Background: an optimization exercise with open tools, aiming at small area and a short achievable clock period. Do not read the settings as production practice.
Only simulation tests tie the RTL to the original design; equivalence was not proved.
Power and IR drop assume default switching activity.

the previous run:
Design simd_alu_top, start of the top module:
module simd_alu_top (
    input  logic         clk,
    input  logic         rst,
    input  logic         overwriteFlags,
    input  logic [2:0]   pcWrEn,
    input  logic [2:0]   ExecuteOp,
    input  logic [127:0] vect1,
    input  logic [127:0] vect2,
    output logic [127:0] vectOut,
    output logic         pcWrEnOut
);
Size: ~8800 cells after synthesis, about 390 I/O pins.
export LEC_CHECK = 0
export CAP_MARGIN = 20
export CELL_PAD_IN_SITES_DETAIL_PLACEMENT = 2
export CELL_PAD_IN_SITES_GLOBAL_PLACEMENT = 4
export CORE_MARGIN = 2
export CORE_UTILIZATION = 30
export SLEW_MARGIN = 20
create_clock -name core_clock -period 12.0 [get_ports {clk}]
standard.sh (not shown) runs the stock make flow with config.mk's settings and CLKGATE_MAP_FILE= SYNTH_SCRIPT=/design/flow/synth_recipe.tcl, a recipe that flattens the netlist after the stock synthesis.
==> flow/flow/run.sh <==
#!/bin/bash
# Standard layout, with one netlist clean-up between synthesis and floorplan:
# flow/fixinv.py removes the inverters that Yosys's full-adder extraction
# leaves between full adders (a full adder is self-dual, so flipping the
# polarity of some adders cancels them). Registers are not touched.
# Every port is buffered as in the standard flow, with the library's smallest
# buffer (buf_1) rather than buffer_ports' default pick.
# Timing repair aims at a setup slack of $MARGIN ns at the design's clock.
set -euo pipefail
MARGIN=6.75
RES=orfs/results/$FLOW_PLATFORM/simd_alu_top/base
bash standard.sh synth > synth.log 2>&1
python3 flow/fixinv.py $RES/1_2_yosys.v $RES/1_2_yosys.fixinv.v > fixinv.log 2>&1
cp $RES/1_2_yosys.v $RES/1_2_yosys.orig.v
mv $RES/1_2_yosys.fixinv.v $RES/1_2_yosys.v
rm -f $RES/1_synth.odb $RES/1_synth.sdc
bash standard.sh SETUP_SLACK_MARGIN=$MARGIN "BUFFER_PORTS_ARGS=-buffer_cell sky130_fd_sc_hd__buf_1" finish > layout.log 2>&1
Other scripts of this flow, unchanged in this note and not shown: flow/flow/fixinv.py
The previous run | stages: all done | timing, DRC, antenna: all pass
Edits applied to the flow inputs when going from the previous run to the current run:
Settings: an added CTS_CLUSTER_DIAMETER of 60; an added CTS_CLUSTER_SIZE of 20; an added CTS_BUF_LIST of sky130_fd_sc_hd__clkbuf_4 sky130_fd_sc_hd__clkbuf_8.
==> summary.txt <==
- Of the two values seen for capture point of the worst path, q_q[212] was produced by the current run and q_q[148] by the previous run.
- Taking the previous run as the reference, in the current run area added between synthesis and finish has decreased; relative contribution of the clock network to total power now sits lower.
- The met1 usage in global routing number comes out higher for the previous run vs the current run.
- Against the previous run, the current run comes in 2 higher on clock-buffer cell count.
- Cell area: the current run vs the previous run down about 2.3%

========
## north
Starting RTL as in the previous note.
## simd_alu_top
module simd_alu_top (
    input  logic         clk,
    input  logic         rst,
    input  logic         overwriteFlags,
    input  logic [2:0]   pcWrEn,
    input  logic [2:0]   ExecuteOp,
    input  logic [127:0] vect1,
    input  logic [127:0] vect2,
    output logic [127:0] vectOut,
    output logic         pcWrEnOut
);
    localparam NQ = 133;
    logic            overwriteFlags_q;
    logic [2:0]      pcWrEn_q;
    logic [4*NQ-1:0] q_d, q_q;
    logic [3:0]      a31_q;
    logic [127:0]    vectOut_d;
    genvar i;
    generate for (i = 0; i < 4; i = i + 1) begin : lane
        alu_pre alu_pre (
            .a(vect1[32*i +: 32]), .b(vect2[32*i +: 32]), .op(ExecuteOp),
            .q(q_d[NQ*i +: NQ])
        );
    end endgenerate
    always_ff @(posedge clk) begin
        overwriteFlags_q <= overwriteFlags;
        pcWrEn_q         <= {pcWrEn == 3'b100, pcWrEn == 3'b010, pcWrEn == 3'b001};
        q_q              <= q_d;
        a31_q            <= {vect1[127], vect1[95], vect1[63], vect1[31]};
        vectOut          <= vectOut_d;
    end
    execute #(
        .NQ(NQ)
    ) execute_stage (
        .clk(clk),
        .reset(rst),
        .overwriteFlags(overwriteFlags_q),
        .pcWrEn(pcWrEn_q),
        .q(q_q),
        .a31(a31_q),
        .vectOut_d(vectOut_d),
        .vectOut_q(vectOut),
        .pcWrEnOut(pcWrEnOut)
    );
endmodule
clock: 12.0 ns
lec_check: 0
cap_margin: 20
cell_pad_in_sites_detail_placement: 2
cell_pad_in_sites_global_placement: 4
core_margin: 2
core_utilization: 30
slew_margin: 20
==> flow/flow/run.sh <==
#!/bin/bash
# Standard layout, with one netlist clean-up between synthesis and floorplan:
# flow/fixinv.py removes the inverters that Yosys's full-adder extraction
# leaves between full adders (a full adder is self-dual, so flipping the
# polarity of some adders cancels them). Registers are not touched.
# Every port is buffered as in the standard flow, with the library's smallest
# buffer (buf_1) rather than buffer_ports' default pick.
# Timing repair aims at a setup slack of $MARGIN ns at the design's clock.
set -euo pipefail
MARGIN=7.0
RES=orfs/results/$FLOW_PLATFORM/simd_alu_top/base
bash standard.sh synth > synth.log 2>&1
python3 flow/fixinv.py $RES/1_2_yosys.v $RES/1_2_yosys.fixinv.v > fixinv.log 2>&1
cp $RES/1_2_yosys.v $RES/1_2_yosys.orig.v
mv $RES/1_2_yosys.fixinv.v $RES/1_2_yosys.v
rm -f $RES/1_synth.odb $RES/1_synth.sdc
bash standard.sh SETUP_SLACK_MARGIN=$MARGIN "BUFFER_PORTS_ARGS=-buffer_cell sky130_fd_sc_hd__buf_1" finish > layout.log 2>&1
==> flow/flow/fixinv.py <==
#!/usr/bin/env python3
"""Removes inverters between full adders in a flat sky130 netlist written by Yosys.

A full adder is self-dual: FA(~a, ~b, ~c) = (~cout, ~sum). Each fa cell may
therefore be "flipped" (its outputs then carry the complements of their
values, and its inputs must be fed complemented) without changing the
circuit. This picks flips greedily to minimise the number of nets that need
an inverted copy, then rewrites the netlist with one inverter per such net.

usage: fixinv.py IN.v OUT.v"""
import re
import sys

INV = re.compile(r"sky130_fd_sc_hd__(clk)?inv_\d+$")
FA = re.compile(r"sky130_fd_sc_hd__fa_\d+$")
OUT_PINS = {"X", "Y", "Q", "Q_N", "SUM", "COUT", "HI", "LO"}

src = open(sys.argv[1]).read()
m = re.search(r"^module\s+(\S+)\s*\((.*?)\);", src, re.S | re.M)
head_end = src.index(";", m.end() - 1) + 1
end = src.rindex("endmodule")
body = re.sub(r"\(\*.*?\*\)", "", src[head_end:end], flags=re.S)

# split the body into statements
stmts = [s.strip() for s in re.split(r";\s*\n", body) if s.strip()]
cells = []          # [type, name, [(pin, net)]]
others = []         # declarations and assigns, kept verbatim
ports_out = set()
cell_re = re.compile(r"^(sky130_fd_sc_hd__\w+)\s+(\S+)\s*\((.*)\)\s*$", re.S)
pin_re = re.compile(r"\.(\w+)\(\s*((?:\\\S+\s)|[^()]*?)\s*\)")
for s in stmts:
    s2 = s.rstrip(";").strip()
    cm = cell_re.match(s2)
    if cm:
        pins = [(p, n.strip()) for p, n in pin_re.findall(cm.group(3))]
        cells.append([cm.group(1), cm.group(2), pins])
    else:
        others.append(s2)
        om = re.match(r"output\s+(?:\[(\d+):(\d+)\]\s+)?(\S+)", s2)
        if om:
            if om.group(1):
                hi, lo = int(om.group(1)), int(om.group(2))
                for i in range(min(hi, lo), max(hi, lo) + 1):
                    ports_out.add(f"{om.group(3)}[{i}]")
            else:
                ports_out.add(om.group(3))
# nets used by assign statements count as fixed loads/drivers: keep them untouched
assign_nets = set()
for s in others:
    if s.startswith("assign"):
        for tok in re.findall(r"\\\S+|[A-Za-z_][\w$]*(?:\[\d+\])?", s[6:]):
            assign_nets.add(tok)

# inverters we may remove: output not a port and not used by an assign
inv_of = {}
removable = set()
for i, (t, name, pins) in enumerate(cells):
    if INV.match(t):
        d = dict(pins)
        y, a = d.get("Y"), d.get("A")
        if y and a and y not in ports_out and y not in assign_nets and a not in assign_nets:
            inv_of[y] = a
            removable.add(i)

def lit(net):
    pol = 0
    seen = 0
    while net in inv_of and seen < 100:
        net = inv_of[net]
        pol ^= 1
        seen += 1
    return net, pol

driver_fa = {}      # base net -> fa cell index
fa_ids = []
for i, (t, name, pins) in enumerate(cells):
    if FA.match(t):
        fa_ids.append(i)
        for p, n in pins:
            if p in ("SUM", "COUT"):
                driver_fa[n] = i

# loads: (cell index, pin, base, pol)
loads = []
for i, (t, name, pins) in enumerate(cells):
    if i in removable:
        continue
    for p, n in pins:
        if p in OUT_PINS:
            continue
        b, pol = lit(n)
        loads.append((i, p, b, pol))

x = {i: 0 for i in fa_ids}
loads_by_net = {}
for k, (i, p, b, pol) in enumerate(loads):
    loads_by_net.setdefault(b, []).append(k)
nets_of_fa = {i: set() for i in fa_ids}
for k, (i, p, b, pol) in enumerate(loads):
    if i in x:
        nets_of_fa[i].add(b)
for b, i in driver_fa.items():
    nets_of_fa[i].add(b)

def need_inv(k):
    i, p, b, pol = loads[k]
    par = pol ^ x.get(driver_fa.get(b, -1), 0)
    if i in x:
        par ^= x[i]
    return par

def net_cost(b):
    return 1 if any(need_inv(k) for k in loads_by_net.get(b, ())) else 0

def total():
    return sum(net_cost(b) for b in loads_by_net)

before = total()
improved = True
rounds = 0
while improved and rounds < 50:
    improved = False
    rounds += 1
    for f in fa_ids:
        nets = nets_of_fa[f]
        c0 = sum(net_cost(b) for b in nets)
        x[f] ^= 1
        c1 = sum(net_cost(b) for b in nets)
        if c1 < c0:
            improved = True
        else:
            x[f] ^= 1
after = total()

# rewrite
new_inv = {}
out_cells = []
for i, (t, name, pins) in enumerate(cells):
    if i in removable:
        continue
    newpins = []
    for p, n in pins:
        if p in OUT_PINS:
            newpins.append((p, n))
            continue
        b, pol = lit(n)
        par = pol ^ x.get(driver_fa.get(b, -1), 0)
        if i in x:
            par ^= x[i]
        if par:
            if b not in new_inv:
                new_inv[b] = f"fixinv_n{len(new_inv)}"
            newpins.append((p, new_inv[b]))
        else:
            newpins.append((p, b))
    out_cells.append((t, name, newpins))

lines = [src[:head_end]]
for s in others:
    lines.append("  " + s + " ;")
for b, nn in new_inv.items():
    lines.append(f"  wire {nn};")
for t, name, pins in out_cells:
    ps = ",\n".join(f"    .{p}({n}{' ' if n.startswith(chr(92)) else ''})" for p, n in pins)
    lines.append(f"  {t} {name} (\n{ps}\n  );")
for k, (b, nn) in enumerate(new_inv.items()):
    bb = b + (" " if b.startswith("\\") else "")
    lines.append(f"  sky130_fd_sc_hd__inv_1 fixinv_{k} (\n    .A({bb}),\n    .Y({nn})\n  );")
lines.append("endmodule")
open(sys.argv[2], "w").write("\n".join(lines) + "\n")
sys.stderr.write(f"fixinv: {len(fa_ids)} full adders, {sum(x.values())} flipped; "
                 f"{len(removable)} inverters removed, {len(new_inv)} inserted "
                 f"(nets needing inversion {before} -> {after})\n")
north | status: complete | timing, DRC, antenna: pass
[inputs] south vs north
Settings: putting CTS_CLUSTER_DIAMETER at 60 where nothing was set; putting CTS_CLUSTER_SIZE at 20 where nothing was set; putting CTS_BUF_LIST at sky130_fd_sc_hd__clkbuf_4 sky130_fd_sc_hd__clkbuf_8 where nothing was set.
--- a/flow/flow/run.sh
+++ b/flow/flow/run.sh
@@ -4,3 +4,4 @@
 # leaves between full adders (a full adder is self-dual, so flipping the
-# polarity of some adders cancels them). Registers are not touched.
+# polarity of some adders cancels them; half adders whose inputs would both
+# need inverting become xor2 + nor2). Registers are not touched.
 # Every port is buffered as in the standard flow, with the library's smallest
@@ -9,3 +10,3 @@
 set -euo pipefail
-MARGIN=7.0
+MARGIN=6.75
 RES=orfs/results/$FLOW_PLATFORM/simd_alu_top/base
--- a/flow/flow/fixinv.py
+++ b/flow/flow/fixinv.py
@@ -8,2 +8,4 @@
 an inverted copy, then rewrites the netlist with one inverter per such net.
+A half adder whose two inputs would both need an inverter is instead built as
+xor2 + nor2 on the uninverted signals: HA(~a, ~b) = (a ^ b, ~(a | b)).
 
@@ -15,2 +17,3 @@
 FA = re.compile(r"sky130_fd_sc_hd__fa_\d+$")
+HA = re.compile(r"sky130_fd_sc_hd__ha_\d+$")
 OUT_PINS = {"X", "Y", "Q", "Q_N", "SUM", "COUT", "HI", "LO"}
@@ -94,2 +97,13 @@
 x = {i: 0 for i in fa_ids}
+# a half adder whose two inputs both need inverting becomes xor2 + nor2 on the
+# uninverted signals: HA(~a, ~b) = (a ^ b, ~(a | b))
+partner = {}
+ha_pins = {}
+for k, (i, p, b, pol) in enumerate(loads):
+    if HA.match(cells[i][0]) and p in ("A", "B"):
+        ha_pins.setdefault(i, {})[p] = k
+for i, d in ha_pins.items():
+    if "A" in d and "B" in d:
+        partner[d["A"]] = d["B"]
+        partner[d["B"]] = d["A"]
 loads_by_net = {}
@@ -103,4 +117,11 @@
     nets_of_fa[i].add(b)
-
-def need_inv(k):
+for i in fa_ids:
+    extra = set()
+    for b in nets_of_fa[i]:
+        for k in loads_by_net.get(b, ()):
+            if k in partner:
+                extra.add(loads[partner[k]][2])
+    nets_of_fa[i] |= extra
+
+def parity(k):
     i, p, b, pol = loads[k]
@@ -109,2 +130,8 @@
         par ^= x[i]
+    return par
+
+def need_inv(k):
+    par = parity(k)
+    if par and k in partner and parity(partner[k]):
+        return 0
     return par
@@ -137,2 +164,6 @@
 out_cells = []
+k_of = {}
+for k, (i, p, b, pol) in enumerate(loads):
+    k_of[(i, p)] = k
+n_ha = 0
 for i, (t, name, pins) in enumerate(cells):
@@ -140,2 +171,13 @@
         continue
+    if HA.match(t) and (i, "A") in k_of and k_of[(i, "A")] in partner:
+        ka = k_of[(i, "A")]
+        if parity(ka) and parity(partner[ka]):
+            d = dict(pins)
+            a = loads[ka][2]
+            bnet = loads[partner[ka]][2]
+            out_cells.append(("sky130_fd_sc_hd__xor2_1", f"fixha_x{n_ha}", [("A", a), ("B", bnet), ("X", d["SUM"])]))
+            if "COUT" in d:
+                out_cells.append(("sky130_fd_sc_hd__nor2_1", f"fixha_n{n_ha}", [("A", a), ("B", bnet), ("Y", d["COUT"])]))
+            n_ha += 1
+            continue
     newpins = []
@@ -146,5 +188,3 @@
         b, pol = lit(n)
-        par = pol ^ x.get(driver_fa.get(b, -1), 0)
-        if i in x:
-            par ^= x[i]
+        par = need_inv(k_of[(i, p)])
         if par:
@@ -171,3 +211,3 @@
 sys.stderr.write(f"fixinv: {len(fa_ids)} full adders, {sum(x.values())} flipped; "
-                 f"{len(removable)} inverters removed, {len(new_inv)} inserted "
+                 f"{len(removable)} inverters removed, {len(new_inv)} inserted, {n_ha} half adders split "
                  f"(nets needing inversion {before} -> {after})\n")
Notes after the runs:
Of the two candidates, north has the worse power after layout and south the better one. south against north: synthesized netlist net count dropped about 3%, post-layout instance count excluding filler cells went down by about 6%. Looking at start point of the critical path, the ExecuteOp[1] result is from north; the ExecuteOp[2] one comes from south. [compare] base=north new=south: routed wire length went down by about 8%; cell area after layout went down by 13,000 sq um; hold slack went up by 0.0065 ns; tap cell count went down by 3.7%; required time of the critical path went up by 0.20 ns. The run showing the greater maximum buffer depth of the clock tree is south.
## Diff of input files: east against south
Settings: CTS_CLUSTER_SIZE removed (was 20); CTS_CLUSTER_DIAMETER removed (was 60); CTS_BUF_LIST removed (was sky130_fd_sc_hd__clkbuf_4 sky130_fd_sc_hd__clkbuf_8).
--- a/flow/flow/run.sh
+++ b/flow/flow/run.sh
@@ -4,4 +4,3 @@
 # leaves between full adders (a full adder is self-dual, so flipping the
-# polarity of some adders cancels them; half adders whose inputs would both
-# need inverting become xor2 + nor2). Registers are not touched.
+# polarity of some adders cancels them). Registers are not touched.
 # Every port is buffered as in the standard flow, with the library's smallest
@@ -10,3 +9,3 @@
 set -euo pipefail
-MARGIN=6.75
+MARGIN=6.5
 RES=orfs/results/$FLOW_PLATFORM/simd_alu_top/base
--- a/flow/flow/fixinv.py
+++ b/flow/flow/fixinv.py
@@ -8,4 +8,2 @@
 an inverted copy, then rewrites the netlist with one inverter per such net.
-A half adder whose two inputs would both need an inverter is instead built as
-xor2 + nor2 on the uninverted signals: HA(~a, ~b) = (a ^ b, ~(a | b)).
 
@@ -17,3 +15,2 @@
 FA = re.compile(r"sky130_fd_sc_hd__fa_\d+$")
-HA = re.compile(r"sky130_fd_sc_hd__ha_\d+$")
 OUT_PINS = {"X", "Y", "Q", "Q_N", "SUM", "COUT", "HI", "LO"}
@@ -97,13 +94,2 @@
 x = {i: 0 for i in fa_ids}
-# a half adder whose two inputs both need inverting becomes xor2 + nor2 on the
-# uninverted signals: HA(~a, ~b) = (a ^ b, ~(a | b))
-partner = {}
-ha_pins = {}
-for k, (i, p, b, pol) in enumerate(loads):
-    if HA.match(cells[i][0]) and p in ("A", "B"):
-        ha_pins.setdefault(i, {})[p] = k
-for i, d in ha_pins.items():
-    if "A" in d and "B" in d:
-        partner[d["A"]] = d["B"]
-        partner[d["B"]] = d["A"]
 loads_by_net = {}
@@ -117,11 +103,4 @@
     nets_of_fa[i].add(b)
-for i in fa_ids:
-    extra = set()
-    for b in nets_of_fa[i]:
-        for k in loads_by_net.get(b, ()):
-            if k in partner:
-                extra.add(loads[partner[k]][2])
-    nets_of_fa[i] |= extra
 
-def parity(k):
+def need_inv(k):
     i, p, b, pol = loads[k]
@@ -130,8 +109,2 @@
         par ^= x[i]
-    return par
-
-def need_inv(k):
-    par = parity(k)
-    if par and k in partner and parity(partner[k]):
-        return 0
     return par
@@ -164,6 +137,2 @@
 out_cells = []
-k_of = {}
-for k, (i, p, b, pol) in enumerate(loads):
-    k_of[(i, p)] = k
-n_ha = 0
 for i, (t, name, pins) in enumerate(cells):
@@ -171,13 +140,2 @@
         continue
-    if HA.match(t) and (i, "A") in k_of and k_of[(i, "A")] in partner:
-        ka = k_of[(i, "A")]
-        if parity(ka) and parity(partner[ka]):
-            d = dict(pins)
-            a = loads[ka][2]
-            bnet = loads[partner[ka]][2]
-            out_cells.append(("sky130_fd_sc_hd__xor2_1", f"fixha_x{n_ha}", [("A", a), ("B", bnet), ("X", d["SUM"])]))
-            if "COUT" in d:
-                out_cells.append(("sky130_fd_sc_hd__nor2_1", f"fixha_n{n_ha}", [("A", a), ("B", bnet), ("Y", d["COUT"])]))
-            n_ha += 1
-            continue
     newpins = []
@@ -188,3 +146,5 @@
         b, pol = lit(n)
-        par = need_inv(k_of[(i, p)])
+        par = pol ^ x.get(driver_fa.get(b, -1), 0)
+        if i in x:
+            par ^= x[i]
         if par:
@@ -211,3 +171,3 @@
 sys.stderr.write(f"fixinv: {len(fa_ids)} full adders, {sum(x.values())} flipped; "
-                 f"{len(removable)} inverters removed, {len(new_inv)} inserted, {n_ha} half adders split "
+                 f"{len(removable)} inverters removed, {len(new_inv)} inserted "
                  f"(nets needing inversion {before} -> {after})\n")
Between south and east, length in cells of the worst reg-to-reg path is higher for south, east comes in under that. Worst setup slack is higher on south. From south to east the numbers moved as follows: via count of the first global-routing pass was more or less identical; number of placed cells counting well taps went up by 300.
Edits applied to the flow inputs when going from east to west:
Settings: CTS_BUF_LIST newly set to sky130_fd_sc_hd__clkbuf_4 sky130_fd_sc_hd__clkbuf_8; CAP_MARGIN changed from 20 to 0; CTS_CLUSTER_DIAMETER newly set to 60; SLEW_MARGIN changed from 20 to 0; CTS_CLUSTER_SIZE newly set to 20.
--- a/flow/flow/run.sh
+++ b/flow/flow/run.sh
@@ -4,3 +4,4 @@
 # leaves between full adders (a full adder is self-dual, so flipping the
-# polarity of some adders cancels them). Registers are not touched.
+# polarity of some adders cancels them; half adders whose inputs would both
+# need inverting become xor2 + nor2). Registers are not touched.
 # Every port is buffered as in the standard flow, with the library's smallest
@@ -9,3 +10,3 @@
 set -euo pipefail
-MARGIN=6.5
+MARGIN=6.75
 RES=orfs/results/$FLOW_PLATFORM/simd_alu_top/base
--- a/flow/flow/fixinv.py
+++ b/flow/flow/fixinv.py
@@ -8,2 +8,4 @@
 an inverted copy, then rewrites the netlist with one inverter per such net.
+A half adder whose two inputs would both need an inverter is instead built as
+xor2 + nor2 on the uninverted signals: HA(~a, ~b) = (a ^ b, ~(a | b)).
 
@@ -15,2 +17,3 @@
 FA = re.compile(r"sky130_fd_sc_hd__fa_\d+$")
+HA = re.compile(r"sky130_fd_sc_hd__ha_\d+$")
 OUT_PINS = {"X", "Y", "Q", "Q_N", "SUM", "COUT", "HI", "LO"}
@@ -94,2 +97,13 @@
 x = {i: 0 for i in fa_ids}
+# a half adder whose two inputs both need inverting becomes xor2 + nor2 on the
+# uninverted signals: HA(~a, ~b) = (a ^ b, ~(a | b))
+partner = {}
+ha_pins = {}
+for k, (i, p, b, pol) in enumerate(loads):
+    if HA.match(cells[i][0]) and p in ("A", "B"):
+        ha_pins.setdefault(i, {})[p] = k
+for i, d in ha_pins.items():
+    if "A" in d and "B" in d:
+        partner[d["A"]] = d["B"]
+        partner[d["B"]] = d["A"]
 loads_by_net = {}
@@ -103,4 +117,11 @@
     nets_of_fa[i].add(b)
-
-def need_inv(k):
+for i in fa_ids:
+    extra = set()
+    for b in nets_of_fa[i]:
+        for k in loads_by_net.get(b, ()):
+            if k in partner:
+                extra.add(loads[partner[k]][2])
+    nets_of_fa[i] |= extra
+
+def parity(k):
     i, p, b, pol = loads[k]
@@ -109,2 +130,8 @@
         par ^= x[i]
+    return par
+
+def need_inv(k):
+    par = parity(k)
+    if par and k in partner and parity(partner[k]):
+        return 0
     return par
@@ -137,2 +164,6 @@
 out_cells = []
+k_of = {}
+for k, (i, p, b, pol) in enumerate(loads):
+    k_of[(i, p)] = k
+n_ha = 0
 for i, (t, name, pins) in enumerate(cells):
@@ -140,2 +171,13 @@
         continue
+    if HA.match(t) and (i, "A") in k_of and k_of[(i, "A")] in partner:
+        ka = k_of[(i, "A")]
+        if parity(ka) and parity(partner[ka]):
+            d = dict(pins)
+            a = loads[ka][2]
+            bnet = loads[partner[ka]][2]
+            out_cells.append(("sky130_fd_sc_hd__xor2_1", f"fixha_x{n_ha}", [("A", a), ("B", bnet), ("X", d["SUM"])]))
+            if "COUT" in d:
+                out_cells.append(("sky130_fd_sc_hd__nor2_1", f"fixha_n{n_ha}", [("A", a), ("B", bnet), ("Y", d["COUT"])]))
+            n_ha += 1
+            continue
     newpins = []
@@ -146,5 +188,3 @@
         b, pol = lit(n)
-        par = pol ^ x.get(driver_fa.get(b, -1), 0)
-        if i in x:
-            par ^= x[i]
+        par = need_inv(k_of[(i, p)])
         if par:
@@ -171,3 +211,3 @@
 sys.stderr.write(f"fixinv: {len(fa_ids)} full adders, {sum(x.values())} flipped; "
-                 f"{len(removable)} inverters removed, {len(new_inv)} inserted "
+                 f"{len(removable)} inverters removed, {len(new_inv)} inserted, {n_ha} half adders split "
                  f"(nets needing inversion {before} -> {after})\n")
- west finished every step from synthesis to the final layout, and the layout passed the timing, DRC and antenna checks.
- east: PASS, flow complete, no timing, DRC or antenna violations
- Share of total power in combinational logic came out higher on west than on east.
- The lower post-synthesis cell count came out of west.
- | reported leakage power | west vs east | better |
- Summary — global-route usage, west relative to east: higher, by 1.0 points.
- east vs west, capturing element of the worst setup path: q_q[117] vs q_q[361]
- In the flow results for east and west, the area overhead of the layout relative to synthesis is smaller on west.

## port drivers added, routing unchanged
The flow's constraints put no driver on any port. The routed layouts listed below were extracted and timed again, unchanged, in two steps.
Step 1 assumes that a clkbuf_16 drives the clock port and a buf_2 every other input.
Step 2, shift: input delay + t, output delay - t, t = (earliest + latest rising clock arrival at the registers) / 2. This alone moves slack from input paths to output paths.
Slacks: no drivers / after step 1 / after step 2; pairs: no drivers / after step 1.
run	shift t [ns]	setup WS [ns]	worst hold slack (ns)	worst register clock-pin slew, ns	worst slew at a driven data input, ns
the previous run	0.940	6.757 / 6.524 / 5.585	0.327 / 0.327 / 0.327	0.08 / 0.08	0.35
the current run	1.125	6.718 / 6.691 / 5.566	0.337 / 0.337 / 0.337	0.10 / 0.10	0.21
north	0.887	6.732 / 6.599 / 5.713	0.322 / 0.322 / 0.322	0.08 / 0.08	0.31
south	1.108	6.718 / 6.465 / 5.357	0.329 / 0.329 / 0.329	0.09 / 0.09	0.35
east	0.848	6.444 / 6.292 / 5.444	0.326 / 0.326 / 0.326	0.07 / 0.07	0.31
west	1.120	6.751 / 6.513 / 5.393	0.328 / 0.328 / 0.328	0.09 / 0.09	0.33
After both steps every run listed still meets setup and hold. For south, which loses most, drivers alone change the setup slack by -0.253 ns; drivers and shift together by -1.361 ns.
